This is an optimization exercise on Yosys and OpenROAD, whose aim is small area, not a production implementation. The RTL was checked by simulation tests, not by an equivalence proof against the original design. No driver is modelled on the clock port, so clocking that relies on it looks cheaper here than on a real chip. Power and IR drop assume default switching activity.

==> flow/design.v (excerpt) <==
module FinalProject (
    input        clk,
    input  [9:0] SW,
    input  [1:0] KEY,
    input        BT_RX,
    output [6:0] HEX0, HEX1, HEX2, HEX3, HEX4, HEX5,
    output [3:0] VGA_R, VGA_G, VGA_B,
    output       VGA_HS, VGA_VS,
    output [9:0] LEDR
);
export LEC_CHECK = 0
export CAP_MARGIN = 20
export CORE_MARGIN = 2
export CORE_UTILIZATION = 40
export CTS_BUF_LIST = sky130_fd_sc_hd__clkbuf_8
export PLACE_DENSITY = 0.6
export SLEW_MARGIN = 20
create_clock -name core_clock -period 40.0 [get_ports {clk}]
standard.sh (not shown) runs the stock make flow with config.mk's settings and CLKGATE_MAP_FILE= SYNTH_SCRIPT=/design/flow/synth_recipe.tcl, a recipe that flattens the netlist after the stock synthesis.
==> flow/flow/run.sh <==
#!/bin/bash
# Own layout flow: the standard flow, with the combinational logic of
# the standard synthesis re-mapped for area (same registers, same names and
# cell types), and a lighter clock tree.
set -euo pipefail
W=$(pwd)
R=$W/orfs/results/$FLOW_PLATFORM/FinalProject/base
A=$W/orfs_alt/results/$FLOW_PLATFORM/FinalProject/base

# 1. Standard synthesis: the reference for the registers.
bash standard.sh synth > $W/std_synth.log 2>&1
cp $R/1_2_yosys.v $W/std_1_2_yosys.v

# 2. Area-mapped synthesis of the same design into a separate work folder.
ok=0
if ALT_ABC_SCRIPT=$W/flow/area.abc bash standard.sh WORK_HOME=$W/orfs_alt \
     SYNTH_SCRIPT=$W/flow/alt_synth.tcl ADDER_MAP_FILE= synth > $W/alt_synth.log 2>&1; then
  # 3. Use it only if its registers are exactly the standard synthesis's.
  ffs() { grep -E '^ *sky130_fd_sc_hd__(df|edf|sdf|dl)[a-z0-9_]* ' "$1" | awk '{print $1, $2}' | sed 's/_[0-9]* / /' | sort; }
  ffs $W/std_1_2_yosys.v > $W/ffs_std.txt
  ffs $A/1_2_yosys.v > $W/ffs_alt.txt
  if [[ -s $W/ffs_std.txt ]] && cmp -s $W/ffs_std.txt $W/ffs_alt.txt; then
    ok=1
  fi
fi
echo "alt synthesis used: $ok" > $W/alt_choice.log
if [[ $ok == 1 ]]; then
  cp $A/1_2_yosys.v $R/1_2_yosys.v
  touch $R/1_2_yosys.v
  bash standard.sh synth > $W/std_synth_odb.log 2>&1
fi

# 4. The rest of the standard flow.
bash standard.sh \
  "CTS_ARGS=-sink_clustering_enable -repair_clock_nets -dont_use_dummy_load -buf_list sky130_fd_sc_hd__clkbuf_8" \
  "BUFFER_PORTS_ARGS=-buffer_cell sky130_fd_sc_hd__buf_1" \
  finish > $W/std_flow.log 2>&1
==> flow/flow/alt_synth.tcl <==
# The standard synthesis script (synth_recipe.tcl) with two changes to the
# technology mapping of combinational logic only: no half/full adder
# extraction (ADDER_MAP_FILE is empty on the command line) and an
# area-oriented ABC script. Flip-flop mapping, flattening and renaming are
# unchanged, so the registers are the standard synthesis's.
proc synth {args} { yosys synth -nofsm -noshare {*}$args }
proc abc {args} {
  set out {}
  set skip 0
  foreach a $args {
    if {$skip} { set skip 0; continue }
    if {$a eq "-script" || $a eq "-D" || $a eq "-constr"} { set skip 1; continue }
    lappend out $a
  }
  yosys abc -script $::env(ALT_ABC_SCRIPT) {*}$out
}
source $::env(SCRIPTS_DIR)/synth.tcl
# left out here: clear keep_hierarchy, flatten, clean up, hide names made inside functions, write 1_2_yosys.v
==> flow/flow/area.abc <==
&get -n
&st
&syn2
&dch -f
&nf -R 1000
&put
mfs2
&get -n
&st
&syn2
&dch -f
&nf -R 1000
&put
mfs2
&get -n
&st
&dch -f
&nf -R 1000
&put
The baseline completed without violations.
==> next run, changes <==
--- a/flow/flow/run.sh
+++ b/flow/flow/run.sh
@@ -32,6 +32,3 @@
 
 # 4. The rest of the standard flow.
-bash standard.sh \
-  "CTS_ARGS=-sink_clustering_enable -repair_clock_nets -dont_use_dummy_load -buf_list sky130_fd_sc_hd__clkbuf_8" \
-  "BUFFER_PORTS_ARGS=-buffer_cell sky130_fd_sc_hd__buf_1" \
-  finish > $W/std_flow.log 2>&1
+bash standard.sh finish > $W/std_flow.log 2>&1
Effect: Final cell count came out higher slightly. Worst setup slack loses 640 ps. Non-clock buffer count came out lower by 1. Utilization came out higher by 2.1 points. Sequential power is about the same. Synthesized cell count does not change. Hold slack gains 20 ps.

---

run A:
Starting RTL as in the previous note.
Settings: LEC_CHECK=0, CAP_MARGIN=20, CORE_MARGIN=2, CORE_UTILIZATION=60, PLACE_DENSITY=0.75, SLEW_MARGIN=20; clock period 40.0 ns.
==> flow/flow/run.sh <==
#!/bin/bash
# Own layout flow: the standard flow, with the combinational logic of
# the standard synthesis re-mapped for area (same registers, same names and
# cell types), and a lighter clock tree.
set -euo pipefail
W=$(pwd)
R=$W/orfs/results/$FLOW_PLATFORM/FinalProject/base
A=$W/orfs_alt/results/$FLOW_PLATFORM/FinalProject/base

# 1. Standard synthesis: the reference for the registers.
bash standard.sh synth > $W/std_synth.log 2>&1
cp $R/1_2_yosys.v $W/std_1_2_yosys.v

# 2. Area-mapped synthesis of the same design into a separate work folder.
ok=0
if ALT_ABC_SCRIPT=$W/flow/area.abc bash standard.sh WORK_HOME=$W/orfs_alt \
     SYNTH_SCRIPT=$W/flow/alt_synth.tcl ADDER_MAP_FILE= synth > $W/alt_synth.log 2>&1; then
  # 3. Use it only if its registers are exactly the standard synthesis's;
  #    give them the standard synthesis's instance names.
  if python3 $W/flow/ffmatch.py $W/std_1_2_yosys.v $A/1_2_yosys.v $W/alt_renamed.v > $W/ffmatch.log 2>&1; then
    ok=1
  fi
fi
echo "alt synthesis used: $ok" > $W/alt_choice.log
if [[ $ok == 1 ]]; then
  cp $W/alt_renamed.v $R/1_2_yosys.v
  touch $R/1_2_yosys.v
  bash standard.sh synth > $W/std_synth_odb.log 2>&1
fi

# 4. The rest of the standard flow, with the make settings in flow/extra.mk
#    (one VAR=value per line).
mapfile -t EXTRA < <(grep -v '^#' $W/flow/extra.mk | grep .)
POST_CTS_TCL=$W/flow/post_cts.tcl bash standard.sh "${EXTRA[@]}" finish > $W/std_flow.log 2>&1
==> flow/flow/area.abc <==
&get -n
&st
&deepsyn -T 60
&put
&get -n
&st
&dch -f
&nf -R 1000
&put
mfs2
&get -n
&st
&dch -f
&nf -R 1000
&put
==> flow/flow/extra.mk <==
CTS_ARGS=-sink_clustering_enable -repair_clock_nets -dont_use_dummy_load -buf_list sky130_fd_sc_hd__clkbuf_4
BUFFER_PORTS_ARGS=-buffer_cell sky130_fd_sc_hd__buf_1
SKIP_REPAIR_TIE_FANOUT=1
==> flow/flow/post_cts.tcl <==
# After clock tree synthesis: a clock buffer that drives many flip-flops is
# upsized so the clock slew at the flip-flops stays low, then the placement
# is legalized again.
set upsized 0
foreach inst [get_cells -quiet *] {
  if {[get_property $inst ref_name] ne "sky130_fd_sc_hd__clkbuf_4"} { continue }
  set out [get_pins -quiet -of_objects $inst -filter "direction == output"]
  if {[llength $out] != 1} { continue }
  set net [get_nets -quiet -of_objects $out]
  set loads [llength [get_pins -quiet -of_objects $net -filter "direction == input"]]
  if {$loads >= 11} {
    replace_cell $inst sky130_fd_sc_hd__clkbuf_8
    incr upsized
  }
}
puts "post_cts: upsized $upsized clock buffers"
if {$upsized > 0} {
  detailed_placement
  check_placement -verbose
}
Scripts as last shown in full above: flow/flow/alt_synth.tcl
Other scripts of this flow, unchanged in this note and not shown: flow/flow/ffmatch.py
The following lists how run B was set up differently from run A:
diff --git a/flow/flow/run.sh b/flow/flow/run.sh
--- a/flow/flow/run.sh
+++ b/flow/flow/run.sh
@@ -33,2 +33,2 @@
 mapfile -t EXTRA < <(grep -v '^#' $W/flow/extra.mk | grep .)
-POST_CTS_TCL=$W/flow/post_cts.tcl bash standard.sh "${EXTRA[@]}" finish > $W/std_flow.log 2>&1
+bash standard.sh "${EXTRA[@]}" finish > $W/std_flow.log 2>&1
==> flow/flow/area.abc <==
&get -n
&st
&syn2
&dch -f
&nf -R 1000
&put
mfs2
&get -n
&st
&syn2
&dch -f
&nf -R 1000
&put
mfs2
&get -n
&st
&dch -f
&nf -R 1000
&put
==> flow/flow/extra.mk <==
CTS_ARGS=-sink_clustering_enable -repair_clock_nets -dont_use_dummy_load -buf_list {sky130_fd_sc_hd__clkbuf_4 sky130_fd_sc_hd__clkbuf_8} -sink_clustering_size 12 -sink_clustering_max_diameter 50
BUFFER_PORTS_ARGS=-buffer_cell sky130_fd_sc_hd__buf_1
removed: flow/flow/post_cts.tcl
[summary]
Summary of run B over run A: total power grew by 6.7%; area of all placed cells without fillers increased 580 sq um. In run B the sequential share of layout area turned out 3.2 points lower than in run A. Share of layout cells above drive strength 1: run B < run A. Summary: total via count after detailed routing, run B worse than run A.
The following lists how run C was set up differently from run B:
Settings: CORE_UTILIZATION now 40, was 60; CTS_BUF_LIST now sky130_fd_sc_hd__clkbuf_8, previously not set; PLACE_DENSITY now 0.6, was 0.75.
diff --git a/flow/flow/run.sh b/flow/flow/run.sh
--- a/flow/flow/run.sh
+++ b/flow/flow/run.sh
@@ -30,5 +30,6 @@
 
-# 4. The rest of the standard flow, with the make settings in flow/extra.mk
-#    (one VAR=value per line).
-mapfile -t EXTRA < <(grep -v '^#' $W/flow/extra.mk | grep .)
-bash standard.sh "${EXTRA[@]}" finish > $W/std_flow.log 2>&1
+# 4. The rest of the standard flow.
+bash standard.sh \
+  "CTS_ARGS=-sink_clustering_enable -repair_clock_nets -dont_use_dummy_load -buf_list sky130_fd_sc_hd__clkbuf_8" \
+  "BUFFER_PORTS_ARGS=-buffer_cell sky130_fd_sc_hd__buf_1" \
+  finish > $W/std_flow.log 2>&1
removed: flow/flow/extra.mk
## What came out
- There was hardly any difference in power share of the clock group between run B and run C.
- Delta (run C minus run B): via count went down by 1.0%, share of the clock period used by the worst path after layout shrank by 0.29 points, post-route cell area went up.
- The first-pass GRT wire length number comes out higher for run C vs run B.
- Run C vs. run B: synthesized netlist cell count comparable, delay of the slowest cell on the worst path now smaller, placeable core region now larger.
- In run C, worst setup slack is higher than in run B.
- Between run C and run B, it is run C whose routing usage on met1 is lower, by 9.5 points.
- Run C: no failed stages, no open violations at the end
The inputs of run D differ from those of run C as listed below.
Settings: removing CTS_BUF_LIST (formerly sky130_fd_sc_hd__clkbuf_8); changing PLACE_DENSITY from 0.6 to 0.75; changing CORE_UTILIZATION from 40 to 60.
diff --git a/flow/flow/run.sh b/flow/flow/run.sh
--- a/flow/flow/run.sh
+++ b/flow/flow/run.sh
@@ -30,6 +30,5 @@
 
-# 4. The rest of the standard flow.
-bash standard.sh \
-  "CTS_ARGS=-sink_clustering_enable -repair_clock_nets -dont_use_dummy_load -buf_list sky130_fd_sc_hd__clkbuf_8" \
-  "BUFFER_PORTS_ARGS=-buffer_cell sky130_fd_sc_hd__buf_1" \
-  finish > $W/std_flow.log 2>&1
+# 4. The rest of the standard flow, with the make settings in flow/extra.mk
+#    (one VAR=value per line).
+mapfile -t EXTRA < <(grep -v '^#' $W/flow/extra.mk | grep .)
+bash standard.sh "${EXTRA[@]}" finish > $W/std_flow.log 2>&1
==> flow/flow/extra.mk (new file) <==
CTS_ARGS=-sink_clustering_enable -repair_clock_nets -dont_use_dummy_load -buf_list sky130_fd_sc_hd__clkbuf_8 -sink_clustering_size 25 -sink_clustering_max_diameter 80
BUFFER_PORTS_ARGS=-buffer_cell sky130_fd_sc_hd__buf_1
Findings:
- Placer's final routability congestion estimate, run D vs run C: up by more than 10%
- Run D ends up with lower routed wire length than run C does.
- Diff run C -> run D: area used by multi-input combinational logic held steady, total chip power held steady, total non-filler cell area in the finished layout shrank by 1.3%, total placed instance area shrank by 1.3%.
- Going from run C to run D, total die area moved down; peak supply drop saw little to no change.

port drivers added, routing unchanged:
No port has a modelled driver above. Below, the same layouts with a new extraction and two added sets of constraints.
Step 1 sets driving cells, clkbuf_16 on the clock port and buf_2 on the other inputs (assumed; they add their load-dependent delay and slew).
Step 2 also shifts input and output timing later by t, the mid clock arrival at the registers, as if the neighbouring blocks saw the same clock.
a / b / c = no drivers / after step 1 / after step 2; a / b = the first two.
run	shift t [ns]	setup slack, ns	hold WS [ns]	worst setup path after step 2
the first run of note 1	0.468	22.144 / 22.118 / 22.118	0.358 / 0.358 / 0.358	input to output
the second run of note 1	0.489	21.508 / 21.483 / 21.483	0.377 / 0.377 / 0.377	input to output
run A	0.456	22.019 / 21.992 / 21.992	0.342 / 0.342 / 0.342	input to output
run B	0.478	22.510 / 22.488 / 22.488	0.366 / 0.366 / 0.366	input to output
run C	0.474	22.626 / 22.602 / 22.602	0.361 / 0.361 / 0.361	input to output
run D	0.478	22.510 / 22.488 / 22.488	0.366 / 0.366 / 0.366	input to output
After both steps setup and hold are still met in every run listed. The setup slack of run A, which loses most, moves by -0.027 ns with the drivers and by -0.027 ns with both steps.
